Context: an optimization exercise on an open-source flow, tuned for small area. The choices shown serve that exercise and are no tape-out recipe. At most, simulation tests tie the RTL to the original design; equivalence was not proved.

==> flow/design.v (excerpt) <==
module remessagizer
  ( CLK, RESET,
    packet, packetValid,
    message, messageValid );
   input               CLK;
   input               RESET;
   input [7:0]         packet;
   input               packetValid;
   output [7:0]        message;
   output reg          messageValid;
   localparam R    = 210;         
   localparam D    = 4;           
   localparam S    = 32;          
   localparam NTAP = (R + S - 1) / S;
   reg [2:0]           hp;       
   reg                 indata;   
   reg [7:0]           mrem;     
   wire                dbyte  = packetValid & indata;
   wire                hbyte  = packetValid & ~indata & (hp == 3'd4) & (mrem == 8'd0);
   wire                wr     = dbyte | hbyte;           
   wire                done   = dbyte & (mrem == 8'd1);   
   always @(posedge CLK) begin
      if (RESET)
        mrem <= 8'd0;
      else if (hbyte)
        mrem <= packet;
      else if (dbyte)
        mrem <= mrem - 8'd1;
   end
   always @(posedge CLK) begin
      if (RESET | ~packetValid) begin
         hp <= 3'd0;
         indata <= 1'b0;
      end else if (~indata) begin
         hp <= hp + 3'd1;
         if (hp == 3'd7)
           indata <= 1'b1;
  ...
==> module remessagizer, before the edit <==
module remessagizer
  ( CLK, RESET,
    packet, packetValid,
    message, messageValid );
   input               CLK;
   input               RESET;
   input [7:0]         packet;
   input               packetValid;
   output [7:0]        message;
   output reg          messageValid;
   localparam R    = 210;         
   localparam D    = 4;           
   localparam S    = 32;          
   localparam NTAP = (R + S - 1) / S;
   reg [2:0]           hp;       
   reg                 indata;   
   reg [7:0]           mrem;     
   wire                dbyte  = packetValid & indata;
   wire                hbyte  = packetValid & ~indata & (hp == 3'd4) & (mrem == 8'd0);
   wire                wr     = dbyte | hbyte;           
   wire                done   = dbyte & (mrem == 8'd1);   
   always @(posedge CLK) begin
      if (RESET)
        mrem <= 8'd0;
      else if (hbyte)
        mrem <= packet;
      else if (dbyte)
        mrem <= mrem - 8'd1;
   end
   always @(posedge CLK) begin
      if (RESET | ~packetValid) begin
         hp <= 3'd0;
         indata <= 1'b0;
      end else if (~indata) begin
         hp <= hp + 3'd1;
         if (hp == 3'd7)
           indata <= 1'b1;
      end else if (mrem == 8'd1) begin
         indata <= 1'b0;
         hp <= 3'd4;
      end
   end
   reg [8*D-1:0]       dl;
   reg [D-1:0]         f;
   reg [D-1:0]         dd;       
   wire [8*D-1:0]      age;
   wire [D-1:0]        pend;
   assign age  = {dl[8*D-1:8], packet};
   assign pend = {f[D-1:1], wr};
   reg [7:0]           p_w;      
   wire                portok = (p_w % D == 0);
   wire                wnow   = portok & (pend != 0);
   wire [7:0]          pa = 8'd1 << p_w[7:5];
   wire [7:0]          pb = {8{wnow}} & (8'd1 << p_w[4:2]);
   reg [D-1:0]         sel;      
   reg [7:0]           wdata;
   integer             i;
   always @* begin
      sel = 0;
      for (i = 0; i < D; i = i + 1)
        if (pend[i])
          sel = 1 << i;
      wdata = 8'd0;
      for (i = 0; i < D; i = i + 1)
        wdata = wdata | (age[8*i +: 8] & {8{sel[i]}});
   end
   always @(posedge CLK) begin
      dl[8*D-1:8] <= age[8*D-9:0];
      f[D-1:1] <= pend[D-2:0] & ~(sel[D-2:0] & {(D-1){wnow}});
      dd[D-1:1] <= {dd[D-2:1], done};
      if (RESET) begin
         f[D-1:1] <= 0;
         dd[D-1:1] <= 0;
      end
   end
   reg [7:0]           h;        
   reg [4:0]           cnt;      
   reg [7:0]           drem;     
   wire [7:0]          tapno   = h / S;
   wire                attap   = (h % S == 0);
   wire                start   = ~messageValid & (cnt != 5'd0) & attap;
   wire                consume = start | messageValid;
   wire                sweep   = (p_w <= h);    
   reg [8*R-1:0]       ring;
   wire [8*R-1:0]      ring_t;   
   wire [8*NTAP-1:0]   tapv;
   wire [7:0]          tapval = tapv[8*tapno +: 8];
   assign message = messageValid ? tapval : 8'd0;
   genvar j;
   generate
      for (j = 0; j < R; j = j + 1) begin : st
         localparam P   = (j + R - 1) % R;       
         localparam INV = ((P / D) % 2 == 1);    
         wire [7:0] prev = ring_t[8*P +: 8];
         assign ring_t[8*j +: 8] = ring[8*j +: 8] ^ {8{INV}};
         if (P % D == 0) begin : port
            wire       clr;
            if (P % S == 0) begin : tap
               if (P == 0)
                 assign clr = (consume & (tapno == 0)) | sweep;
               else
                 assign clr = consume & (tapno == P / S);
               assign tapv[8*(P/S) +: 8] = prev;
            end else begin : notap
               assign clr = 1'b0;
            end
            wire       we = pa[P/32] & pb[(P/D)%8];
            wire [7:0] nxt = (prev & {8{~clr}}) | (wdata & {8{we}});
            always @(posedge CLK)
              ring[8*j +: 8] <= nxt ^ {8{INV}};
         end else begin : plain
            always @(posedge CLK)
              ring[8*j +: 8] <= ring[8*P +: 8];
         end
      end
   endgenerate
   always @(posedge CLK) begin
      if (RESET) begin
         messageValid <= 1'b0;
         cnt <= 5'd0;
         p_w <= 8'd0;
         h <= 8'd0;
      end else begin
         cnt <= cnt + {4'd0, dd[D-1]} - {4'd0, start};
         if (start) begin
            drem <= tapval;
            messageValid <= 1'b1;
         end else if (messageValid) begin
            drem <= drem - 8'd1;
            if (drem == 8'd1)
              messageValid <= 1'b0;
         end
         if (~wnow)
           p_w <= (p_w == R - 1) ? 8'd0 : p_w + 8'd1;
         if (~consume)
           h <= (h == R - 1) ? 8'd0 : h + 8'd1;
      end
   end
endmodule
Settings: LEC_CHECK=0, CAP_MARGIN=20, CORE_MARGIN=10, CORE_UTILIZATION=40, CTS_BUF_LIST=sky130_fd_sc_hd__clkbuf_8, CTS_CLUSTER_DIAMETER=90, CTS_CLUSTER_SIZE=19, SLEW_MARGIN=20; clock period 10.0 ns.
run.sh (not shown) runs the stock make flow with config.mk's settings and CLKGATE_MAP_FILE= SYNTH_SCRIPT=/design/flow/synth_recipe.tcl, a recipe that flattens the netlist after the stock synthesis.
The first run finished with timing, DRC and antenna clean.
==> next run, changes <==
--- a/flow/design.v
+++ b/flow/design.v
@@ -13,8 +13,9 @@
    localparam S    = 32;          
    localparam NTAP = (R + S - 1) / S;
    reg [2:0]           hp;       
    reg                 indata;   
+   reg [3:0]           prem;     
    reg [7:0]           mrem;     
    wire                dbyte  = packetValid & indata;
    wire                hbyte  = packetValid & ~indata & (hp == 3'd4) & (mrem == 8'd0);
    wire                wr     = dbyte | hbyte;           
@@ -32,13 +33,18 @@
          hp <= 3'd0;
          indata <= 1'b0;
       end else if (~indata) begin
          hp <= hp + 3'd1;
+         if (hp == 3'd5)
+           prem <= packet[3:0];
          if (hp == 3'd7)
            indata <= 1'b1;
-      end else if (mrem == 8'd1) begin
-         indata <= 1'b0;
-         hp <= 3'd4;
+      end else begin
+         prem <= prem - 4'd1;
+         if (prem == 4'd1) begin
+            indata <= 1'b0;
+            hp <= 3'd4;
+         end
       end
    end
    reg [8*D-1:0]       dl;
    reg [D-1:0]         f;
Result: Cell count is higher by 1.2%; cell area came out lower by 0.31%; non-clock buffer count drops by 1; clock-buffer cell count grows by 2; wire length fell by 3.7%; synthesized cell count is higher by 0.55%; worst setup slack gets better by 0.57 ns; die area drops by 0.67%; via count went down by 1.0%; clock skew increases by 0.026 ns; global-route usage went down by 0.46 points; maximum frequency went up by 11%; critical path depth falls by 2; worst hold slack is worse by 0.0038 ns.
Only the layout flow was run in the first run of this note; the RTL was not checked for function there.

-- re-timing with driven ports --
No port has a modelled driver above. Below, the same layouts with a new extraction and two added sets of constraints.
Step 1 assumes that a clkbuf_16 drives the clock port and a buf_2 every other input.
Step 2, shift: input delay + t, output delay - t, t = (earliest + latest rising clock arrival at the registers) / 2. This alone moves slack from input paths to output paths.
Three values: ideal ports, drivers, drivers and shift; two values: the first two.
run | t, ns | setup WS [ns] | worst setup path after step 2
the first run | 0.804 | 4.064 / 3.999 / 4.609 | input to register
the second run | 0.798 | 4.638 / 4.578 / 5.328 | input to register
After both steps setup and hold are still met in every run listed.
